This is an optimization exercise on Yosys and OpenROAD, whose aim is small area and a short achievable clock period, not a production implementation.
Only simulation tests tie the RTL to the original design; equivalence was not proved.
Power is estimated from default activity; no workload was simulated.

== delta ==
## mm2s_dds_modulator
module mm2s_dds_modulator(
    input wire          S_AXI_CLK,
    input wire          S_AXI_ARESETN,
    output wire         S_AXI_AWREADY,
    input wire   [31:0] S_AXI_AWADDR,
    input wire          S_AXI_AWVALID,
    output wire         S_AXI_WREADY,
    input wire   [31:0] S_AXI_WDATA,
    input wire   [3:0]  S_AXI_WSTRB,
    input wire          S_AXI_WVALID,
    input wire          S_AXI_BREADY,
    output wire  [1:0]  S_AXI_BRESP,
    output wire         S_AXI_BVALID,
    output wire         S_AXI_ARREADY,
    input wire   [31:0] S_AXI_ARADDR,
    input wire          S_AXI_ARVALID,
    input wire          S_AXI_RREADY,
    output wire  [31:0] S_AXI_RDATA,
    output wire  [1:0]  S_AXI_RRESP,
    output wire         S_AXI_RVALID,
    output wire dds_en_o,
    output wire [71:0] m_axis_modulation_tdata,
    output wire m_axis_modulation_tvalid,
    output wire m_axis_modulation_tlast,
    input wire m_axis_modulation_tready
);
For scale: roughly 1,500 cells after synthesis, about 220 I/O pins, about 15,000 um^2 of cells after synthesis.
export LEC_CHECK = 0
export CAP_MARGIN = 20
export CORE_MARGIN = 2
export CORE_UTILIZATION = 40
export CTS_CLUSTER_DIAMETER = 120
export CTS_CLUSTER_SIZE = 24
export SETUP_SLACK_MARGIN = 2.5
export SLEW_MARGIN = 20
create_clock -name core_clock -period 5.5 [get_ports {S_AXI_CLK}]
standard.sh (not shown) runs the stock make flow with config.mk's settings and CLKGATE_MAP_FILE= SYNTH_SCRIPT=/design/flow/synth_recipe.tcl, a recipe that flattens the netlist after the stock synthesis.
==> flow/flow/run.sh <==
#!/bin/bash
set -e
HERE=$(pwd)
mkdir -p "$HERE/scripts_alt"
for f in "$FLOW_HOME"/scripts/*; do ln -sf "$f" "$HERE/scripts_alt/"; done
rm -f "$HERE/scripts_alt/abc_speed.script"
cp "$HERE/flow/abc_speed.script" "$HERE/scripts_alt/abc_speed.script"
export SCRIPTS_DIR="$HERE/scripts_alt"
export BUFFER_PORTS_ARGS="-buffer_cell sky130_fd_sc_hd__buf_1"
cp standard.sh standard_sh.log
bash standard.sh > standard.log 2>&1
==> flow/flow/abc_speed.script <==
&get -n
&st
&dc2
&dch
&nf
&put
buffer -c
topo
stime -c
upsize -c
dnsize -c
#### Input delta (ember over delta)
==> flow/flow/run.sh <==
#!/bin/bash
cp standard.sh standard_sh.log
export BUFFER_PORTS_ARGS="-buffer_cell sky130_fd_sc_hd__buf_1"
bash standard.sh > standard.log 2>&1
--- a/flow/config.mk
+++ b/flow/config.mk
@@ -9,4 +9,4 @@
 export CORE_MARGIN = 2
-export CORE_UTILIZATION = 40
-export CTS_CLUSTER_DIAMETER = 120
+export CORE_UTILIZATION = 55
+export CTS_CLUSTER_DIAMETER = 100
 export CTS_CLUSTER_SIZE = 24
removed: flow/flow/abc_speed.script
--- outcome ---
- When ember is measured against delta, its number of buffers added for setup after CTS turns out 5 lower.
- Relative to delta, area growth from synthesis to layout has decreased by 5.4 points in ember.
- Summary of ember over delta: register-to-register slack went up 0.31 ns, routing usage on met2 went up 15 points, clock network area share went down 0.20 points, final cell count without fillers went up 8.8%, leakage power figure went down about 3%.
- Between delta and ember, the flow reports floorplan die width decreasing by more than 10%.
### ember -> pepper
--- a/flow/config.mk
+++ b/flow/config.mk
@@ -9,6 +9,6 @@
 export CORE_MARGIN = 2
-export CORE_UTILIZATION = 55
-export CTS_CLUSTER_DIAMETER = 100
+export CORE_UTILIZATION = 40
+export CTS_CLUSTER_DIAMETER = 120
 export CTS_CLUSTER_SIZE = 24
-export SETUP_SLACK_MARGIN = 2.5
+export SETUP_SLACK_MARGIN = 2.3
 export SLEW_MARGIN = 20
| final cycle utilization of the critical path | higher: pepper |
Delta (pepper minus ember): number of buffers inserted by post-CTS setup repair went down by 7, global-route track usage on met3 went down by 1.9 points, slew at the pin closest to its max-slew limit went up by 0.011 ns, post-layout minimum cycle time went up by 0.16 ns.
Compared with ember, pepper shows final-layout clock buffer total that has gone down by a few percent.
Going from ember to pepper, the routed wire length per instance was found to have gone down by 6.5%.
Of pepper and ember, the lower via count belongs to pepper.
Looking at number of cells on the critical path, pepper sits 1 lower than ember does.
The delay of the slowest cell on the worst path in pepper was higher than what ember gave.
Lower fraction of layout instances using a drive strength above 1 among pepper and ember: pepper


## run 1
Starting RTL as in the previous note.
Design mm2s_dds_modulator, start of the top module:
module mm2s_dds_modulator(
    input wire          S_AXI_CLK,
    input wire          S_AXI_ARESETN,
    output wire         S_AXI_AWREADY,
    input wire   [31:0] S_AXI_AWADDR,
    input wire          S_AXI_AWVALID,
    output wire         S_AXI_WREADY,
    input wire   [31:0] S_AXI_WDATA,
    input wire   [3:0]  S_AXI_WSTRB,
    input wire          S_AXI_WVALID,
    input wire          S_AXI_BREADY,
    output wire  [1:0]  S_AXI_BRESP,
    output wire         S_AXI_BVALID,
    output wire         S_AXI_ARREADY,
    input wire   [31:0] S_AXI_ARADDR,
    input wire          S_AXI_ARVALID,
    input wire          S_AXI_RREADY,
    output wire  [31:0] S_AXI_RDATA,
    output wire  [1:0]  S_AXI_RRESP,
    output wire         S_AXI_RVALID,
    output wire dds_en_o,
    output wire [71:0] m_axis_modulation_tdata,
    output wire m_axis_modulation_tvalid,
    output wire m_axis_modulation_tlast,
    input wire m_axis_modulation_tready
);
    wire clk  = S_AXI_CLK;
    wire rstn = S_AXI_ARESETN;
    localparam [16:0] LFSR_LAST = 17'h1C742;
    reg w_data, w_resp;
    reg [2:0] widx;      
    always @(posedge clk) begin
        if (!rstn) begin
            w_data <= 1'b0;
            w_resp <= 1'b0;
        end else begin
  ...
clock: 5.5 ns
lec_check: 0
cap_margin: 20
core_margin: 2
core_utilization: 40
cts_cluster_diameter: 120
cts_cluster_size: 24
setup_slack_margin: 2.5
slew_margin: 20
==> flow/flow/run.sh <==
#!/bin/bash
set -e
HERE=$(pwd)
mkdir -p "$HERE/scripts_alt"
for f in "$FLOW_HOME"/scripts/*; do ln -sf "$f" "$HERE/scripts_alt/"; done
rm -f "$HERE/scripts_alt/abc_speed.script"
cp "$HERE/flow/abc_speed.script" "$HERE/scripts_alt/abc_speed.script"
export SCRIPTS_DIR="$HERE/scripts_alt"
export BUFFER_PORTS_ARGS="-buffer_cell sky130_fd_sc_hd__buf_1"
cp standard.sh standard_sh.log
bash standard.sh > standard.log 2>&1
==> flow/flow/abc_speed.script <==
&get -n
&st
&dch
&nf
&put
buffer -c
topo
stime -c
upsize -c
dnsize -c
Run 1 went all the way through the flow, and no timing, DRC or antenna check failed.
diff inputs: run 1 => run 2
Settings: swapping 40 for 60 in CORE_UTILIZATION; clearing CTS_CLUSTER_DIAMETER, which used to be 120; clearing CTS_CLUSTER_SIZE, which used to be 24.
==> flow/flow/run.sh <==
#!/bin/bash
cp standard.sh standard_sh.log
export BUFFER_PORTS_ARGS="-buffer_cell sky130_fd_sc_hd__buf_1"
bash standard.sh > standard.log 2>&1
removed: flow/flow/abc_speed.script
==> comparison <==
- The final standard cell area without fillers in run 1 is 0.922 times that in run 2.
- [compare] base=run 1 new=run 2: number of storage elements in the synthesis netlist level; combinational share of power moved down; internal portion of total power moved up; area after synthesis moved up.
- Relative to run 1, via count of the first global-routing pass increased by 1812 in run 2.
What run 3 does differently from run 2 at the input level:
Settings: SETUP_SLACK_MARGIN now 2.8, was 2.5; CORE_UTILIZATION now 40, was 60.
Findings:
Cmp run 3 and run 2 / final critical-path setup slack / higher: run 3. Looking only at utilization, and setting everything else aside, the lower value of run 3 and run 2 goes to run 3. Run 2 -> run 3: final net count increased by a few percent. Maximum frequency for run 3 is higher than for run 2. Going from run 2 to run 3, post-route fraction of the period consumed by the critical path decreased 2.2 points; area of the die increased 49%; power density relative to cell area decreased 15 nW/um^2; number of filler instances in the final layout increased about 70%. On average wire per cell in the routed design, the lower figure sits with run 3, not run 2. Post-layout instance count excluding filler cells for run 3: about 10% up relative to run 2. Between run 3 and run 2, the buffer count from post-CTS setup fixing is higher for run 3.
--- input diff run 3..run 4 ---
Settings: CTS_CLUSTER_SIZE now 24, previously not set; CTS_CLUSTER_DIAMETER now 120, previously not set; SETUP_SLACK_MARGIN now 2.5, was 2.8.
==> flow/flow/run.sh <==
#!/bin/bash
set -e
HERE=$(pwd)
mkdir -p "$HERE/scripts_alt"
for f in "$FLOW_HOME"/scripts/*; do ln -sf "$f" "$HERE/scripts_alt/"; done
rm -f "$HERE/scripts_alt/abc_speed.script"
cp "$HERE/flow/abc_speed.script" "$HERE/scripts_alt/abc_speed.script"
export SCRIPTS_DIR="$HERE/scripts_alt"
export BUFFER_PORTS_ARGS="-buffer_cell sky130_fd_sc_hd__buf_1"
cp standard.sh standard_sh.log
bash standard.sh > standard.log 2>&1
==> flow/flow/abc_speed.script (new file) <==
strash
&get -n
&fraig -x
&put
scorr
dc2
strash
&get -n
&dch -f
&nf
&put
buffer -c
topo
stime -c
upsize -c
dnsize -c
Notes after the runs:
Against run 3, run 4 comes in 4.3 points higher on register area share after synthesis. Run 4 against run 3: slew at the pin with the worst max-slew slack went up by 0.21 ns, routed wire length went down by about 6%. Highest metal layer used by the detailed router: met4 -> run 3, met5 -> run 4. Diff run 3 -> run 4 | non-clock buffer count | decrease of 0.87%. Summary of run 4 over run 3: wire length per cell now sits higher, worst slew margin relative to its limit now sits lower, global-route wire length before repair now sits lower, die area now sits lower, total instance count after detailed placement now sits lower.
--- input diff run 4..run 5 ---
==> flow/flow/abc_speed.script <==
&get -n
&st
&dch -f
&nf
&put
buffer -c
topo
stime -c
upsize -c
dnsize -c
Notes after the runs:
- Run 5 completed end to end; final checks failed (capacitance limit, slew limit).
- Diff run 5 and run 4: multi-input gate share of the layout cell area lower in run 4
- Critical path depth ended up 20 lower on run 5 than on run 4.
- [run 5] worst ir drop on vdd fell about 9% relative to run 4
- Measured against each other, run 5 and run 4 differ in fmax, the lower figure coming from run 4.


mm2s_dds_modulator, a different RTL version from the one above (not shown whole).
For scale: roughly 1400 cells after synthesis, roughly 300 flip-flops, about 220 I/O pins.
// mm2s_dds_modulator
module mm2s_dds_modulator(
    input wire          S_AXI_CLK,
    input wire          S_AXI_ARESETN,
    output wire         S_AXI_AWREADY,
    input wire   [31:0] S_AXI_AWADDR,
    input wire          S_AXI_AWVALID,
    output wire         S_AXI_WREADY,
    input wire   [31:0] S_AXI_WDATA,
    input wire   [3:0]  S_AXI_WSTRB,
    input wire          S_AXI_WVALID,
    input wire          S_AXI_BREADY,
    output wire  [1:0]  S_AXI_BRESP,
    output wire         S_AXI_BVALID,
    output wire         S_AXI_ARREADY,
    input wire   [31:0] S_AXI_ARADDR,
    input wire          S_AXI_ARVALID,
    input wire          S_AXI_RREADY,
    output wire  [31:0] S_AXI_RDATA,
    output wire  [1:0]  S_AXI_RRESP,
    output wire         S_AXI_RVALID,
    output wire dds_en_o,
    output wire [71:0] m_axis_modulation_tdata,
    output wire m_axis_modulation_tvalid,
    output wire m_axis_modulation_tlast,
    input wire m_axis_modulation_tready
);
    wire clk  = S_AXI_CLK;
    wire rstn = S_AXI_ARESETN;
    localparam [16:0] LFSR_LAST = 17'h1C742;
    reg w_data, w_resp;
    reg [2:0] widx;      
    always @(posedge clk) begin
        if (!rstn) begin
            w_data <= 1'b0;
            w_resp <= 1'b0;
        end else begin
            w_data <= w_data ? ~S_AXI_WVALID : (~w_resp & S_AXI_AWVALID);
            w_resp <= w_resp ? ~S_AXI_BREADY : (w_data & S_AXI_WVALID);
        end
    end
    assign S_AXI_AWREADY = ~(w_data | w_resp);
    assign S_AXI_WREADY  = w_data;
    assign S_AXI_BVALID  = w_resp;
    assign S_AXI_BRESP   = 2'b00;
    wire aw_bad = |S_AXI_AWADDR[1:0] | |S_AXI_AWADDR[7:5] | (S_AXI_AWADDR[4] & S_AXI_AWADDR[3]);
    always @(posedge clk)
        if (!w_data) widx <= aw_bad ? 3'd7 : S_AXI_AWADDR[4:2];
    wire wr = w_data & S_AXI_WVALID;
    wire we0 = wr & (widx == 3'd0);
  ...
==> flow/config.mk <==
export PLATFORM = sky130hd
export DESIGN_NAME = mm2s_dds_modulator
export DESIGN_NICKNAME = mm2s_dds_modulator
export VERILOG_FILES = /design/flow/design.v
export SDC_FILE = /design/flow/constraint.sdc
export NUM_CORES = 4
export LEC_CHECK = 0
export CAP_MARGIN = 20
export CORE_MARGIN = 2
export CORE_UTILIZATION = 55
export CTS_CLUSTER_DIAMETER = 100
export CTS_CLUSTER_SIZE = 32
export SETUP_SLACK_MARGIN = 2.5
export SLEW_MARGIN = 20
==> flow/constraint.sdc <==
create_clock -name core_clock -period 5.5 [get_ports {S_AXI_CLK}]
set_input_delay 1.1000 -clock core_clock [delete_from_list [all_inputs] [get_ports {S_AXI_CLK}]]
set_output_delay 1.1000 -clock core_clock [all_outputs]
set_load 0.01 [all_outputs]
==> flow/flow/run.sh <==
#!/bin/bash
set -e
HERE=$(pwd)
mkdir -p "$HERE/scripts_alt"
for f in "$FLOW_HOME"/scripts/*; do ln -sf "$f" "$HERE/scripts_alt/"; done
rm -f "$HERE/scripts_alt/abc_speed.script"
cp "$HERE/flow/abc_speed.script" "$HERE/scripts_alt/abc_speed.script"
export SCRIPTS_DIR="$HERE/scripts_alt"
export BUFFER_PORTS_ARGS="-buffer_cell sky130_fd_sc_hd__buf_1"
export SKIP_GATE_CLONING=1
cp standard.sh standard_sh.log
bash standard.sh > standard.log 2>&1
==> flow/flow/abc_speed.script <==
&get -n
&st
&dch
&nf
&put
buffer -c
topo
stime -c
upsize -c
dnsize -c
Then changed:
--- a/flow/flow/run.sh
+++ b/flow/flow/run.sh
@@ -8,5 +8,4 @@
 export SCRIPTS_DIR="$HERE/scripts_alt"
 export BUFFER_PORTS_ARGS="-buffer_cell sky130_fd_sc_hd__buf_1"
-export SKIP_GATE_CLONING=1
 cp standard.sh standard_sh.log
 bash standard.sh > standard.log 2>&1
Settings changed: CORE_UTILIZATION 55 to 40, CTS_CLUSTER_DIAMETER 100 to 120, CTS_CLUSTER_SIZE 32 to 24.
The changed run finished with timing, DRC and antenna clean.
Die area climbs by well over a third.
Cell count climbs by a few percent.
Global-route usage drops by 7.6 points.
Then changed:
--- a/flow/flow/run.sh
+++ b/flow/flow/run.sh
@@ -8,4 +8,5 @@
 export SCRIPTS_DIR="$HERE/scripts_alt"
 export BUFFER_PORTS_ARGS="-buffer_cell sky130_fd_sc_hd__buf_1"
+export SKIP_GATE_CLONING=1
 cp standard.sh standard_sh.log
 bash standard.sh > standard.log 2>&1
==> flow/flow/abc_speed.script (replaced) <==
&get -n
&st
&dch
&nf
&put
After rerunning: The changed run produced a clean layout. Final cell count went up slightly. Worst setup slack improves by 34 ps. Sequential share of layout area went down by 0.85 points. Wire length went down by a little under a tenth. Clock-buffer cell count went up by 1. Global-route usage went down by 1.2 points. Utilization went up by 2.5 points. Power went down slightly. Fmax went up slightly.


Setup of job 4509:
mm2s_dds_modulator again, from the RTL that the note above started with.
clock: 5.5 ns
lec_check: 0
cap_margin: 20
core_margin: 2
core_utilization: 40
cts_cluster_diameter: 120
cts_cluster_size: 24
setup_slack_margin: 2.5
slew_margin: 20
==> flow/flow/run.sh <==
#!/bin/bash
set -e
HERE=$(pwd)
mkdir -p "$HERE/scripts_alt"
for f in "$FLOW_HOME"/scripts/*; do ln -sf "$f" "$HERE/scripts_alt/"; done
rm -f "$HERE/scripts_alt/abc_speed.script"
cp "$HERE/flow/abc_speed.script" "$HERE/scripts_alt/abc_speed.script"
export SCRIPTS_DIR="$HERE/scripts_alt"
export BUFFER_PORTS_ARGS="-buffer_cell sky130_fd_sc_hd__buf_1"
export SKIP_GATE_CLONING=1
cp standard.sh standard_sh.log
bash standard.sh > standard.log 2>&1
==> flow/flow/abc_speed.script <==
&get -n
&st
&dch
&nf
&put
buffer -c
topo
stime -c
dnsize -c
Having completed the whole flow, job 4509 delivered a layout that passed the timing, DRC and antenna checks.
The following lists how job 8685 was set up differently from job 4509:
==> flow/flow/abc_speed.script <==
&get -n
&st
&dch
&nf
&put
buffer -c
topo
stime -c
upsize -c
dnsize -c
==> notes.md <==
- When job 8685 is set beside job 4509, its number of ordinary and repair buffers in the finished layout turns out to be about 4% smaller.
- Job 8685: fraction of area in multi-input gates 0.24 points above job 4509
- Job 8685 ended up with a higher total routed wire length on the met1 layer than job 4509 did.
- Job 4509 has a lower count of unique library cells instantiated by Yosys than job 8685.
- Simple logic cell fraction of the synthesized area ends up lower on job 4509.
Relative to job 8685, the following input files were edited for job 2102:
- CORE_UTILIZATION changed from 40 to 55
- CTS_CLUSTER_DIAMETER changed from 120 to 100
Notes after the runs:
- Summary — hold slack, job 2102 relative to job 8685: lower, by 3.5 ps.
- Wire length of the first global-routing pass, job 2102 and job 8685: smaller value in job 2102
- Going from job 8685 to job 2102, die outline area now smaller, total via count after detailed routing now larger, met3 capacity usage during global routing now larger.
- Compared with job 8685, in job 2102 cell-internal power moved up, global-route usage moved up.
Input-level comparison between job 3840 and job 2102:
==> flow/flow/abc_speed.script <==
&get -n
&st
&dch
&nf
&put
buffer -c
topo
stime -c
dnsize -c
[summary]
Re critical path arrival: job 2102 and job 3840 aren't equal, and the higher value belongs to job 3840. Switching part of the total power, job 2102 and job 3840, higher one = job 2102. Job 3840 ended up with cfg1[2] as its beginning of the critical path; job 2102 ended up with S_AXI_WVALID. Job 2102 and job 3840 ended up with nearly the same mean number of vias per cell. In the metrics for job 2102 and job 3840, the one carrying the higher area growth from synthesis to layout is job 3840. Multi-input gate share of the layout cell area essentially unchanged between job 2102 and job 3840. Total power of job 3840 is lower than that of job 2102. Diff job 2102 -> job 3840 | clock power share | decrease of 0.5 points. The worst hold slack of job 2102 and that of job 3840 are within noise of each other.

==> separate check: timing with driven ports <==
The results above use ideal ports. As a check the final layouts listed here were re-extracted and re-timed, cells and wires unchanged. Step 1 assumes that a clkbuf_16 drives the clock port and a buf_2 every other input. Step 2 moves the port delays by t, midway between the first and last clock arrival at a register: inputs arrive t later, outputs are due t later. That takes back most of the time a late clock gives input paths. a / b / c = ideal ports / drivers / drivers and shift; a / b = the first two.
run | shift t [ns] | setup slack, ns | hold WS [ns] | worst setup path at the end | pins driven straight from the clock port
delta | 0.560 | 2.227 / 2.227 / 2.090 | 0.451 / 0.451 / 0.451 | input to register | 1
ember | 0.573 | 2.532 / 2.532 / 2.095 | 0.456 / 0.456 / 0.456 | input to register | 1
pepper | 0.570 | 2.370 / 2.347 / 1.857 | 0.448 / 0.448 / 0.448 | input to register | 1
run 1 | 0.562 | 2.493 / 2.493 / 1.976 | 0.443 / 0.443 / 0.443 | input to register | 1
run 2 | 0.559 | 2.513 / 2.513 / 2.084 | 0.434 / 0.434 / 0.434 | input to register | 1
run 3 | 0.575 | 2.634 / 2.634 / 2.350 | 0.451 / 0.451 / 0.451 | input to register | 1
run 4 | 0.561 | 0.763 / 0.763 / 0.763 | 0.457 / 0.457 / 0.457 | register to register | 1
run 5 | 0.556 | 2.532 / 2.559 / 2.003 | 0.438 / 0.438 / 0.438 | input to register | 1
the first run of note 3 | 0.550 | 2.541 / 2.528 / 1.978 | 0.461 / 0.461 / 0.461 | input to register | 1
the second run of note 3 | 0.556 | 2.510 / 2.496 / 1.940 | 0.460 / 0.460 / 0.460 | input to register | 1
the third run of note 3 | 0.550 | 2.543 / 2.543 / 2.049 | 0.454 / 0.454 / 0.454 | input to register | 1
job 4509 | 0.561 | 2.563 / 2.569 / 2.008 | 0.458 / 0.458 / 0.458 | input to register | 1
job 8685 | 0.557 | 2.518 / 2.505 / 1.947 | 0.460 / 0.460 / 0.460 | input to register | 1
job 2102 | 0.559 | 2.556 / 2.550 / 1.991 | 0.456 / 0.456 / 0.456 | input to register | 1
job 3840 | 0.540 | 2.479 / 2.479 / 2.075 | 0.454 / 0.454 / 0.454 | input to register | 1
For job 8685, which loses most, drivers alone change the setup slack by -0.013 ns; drivers and shift together by -0.571 ns.
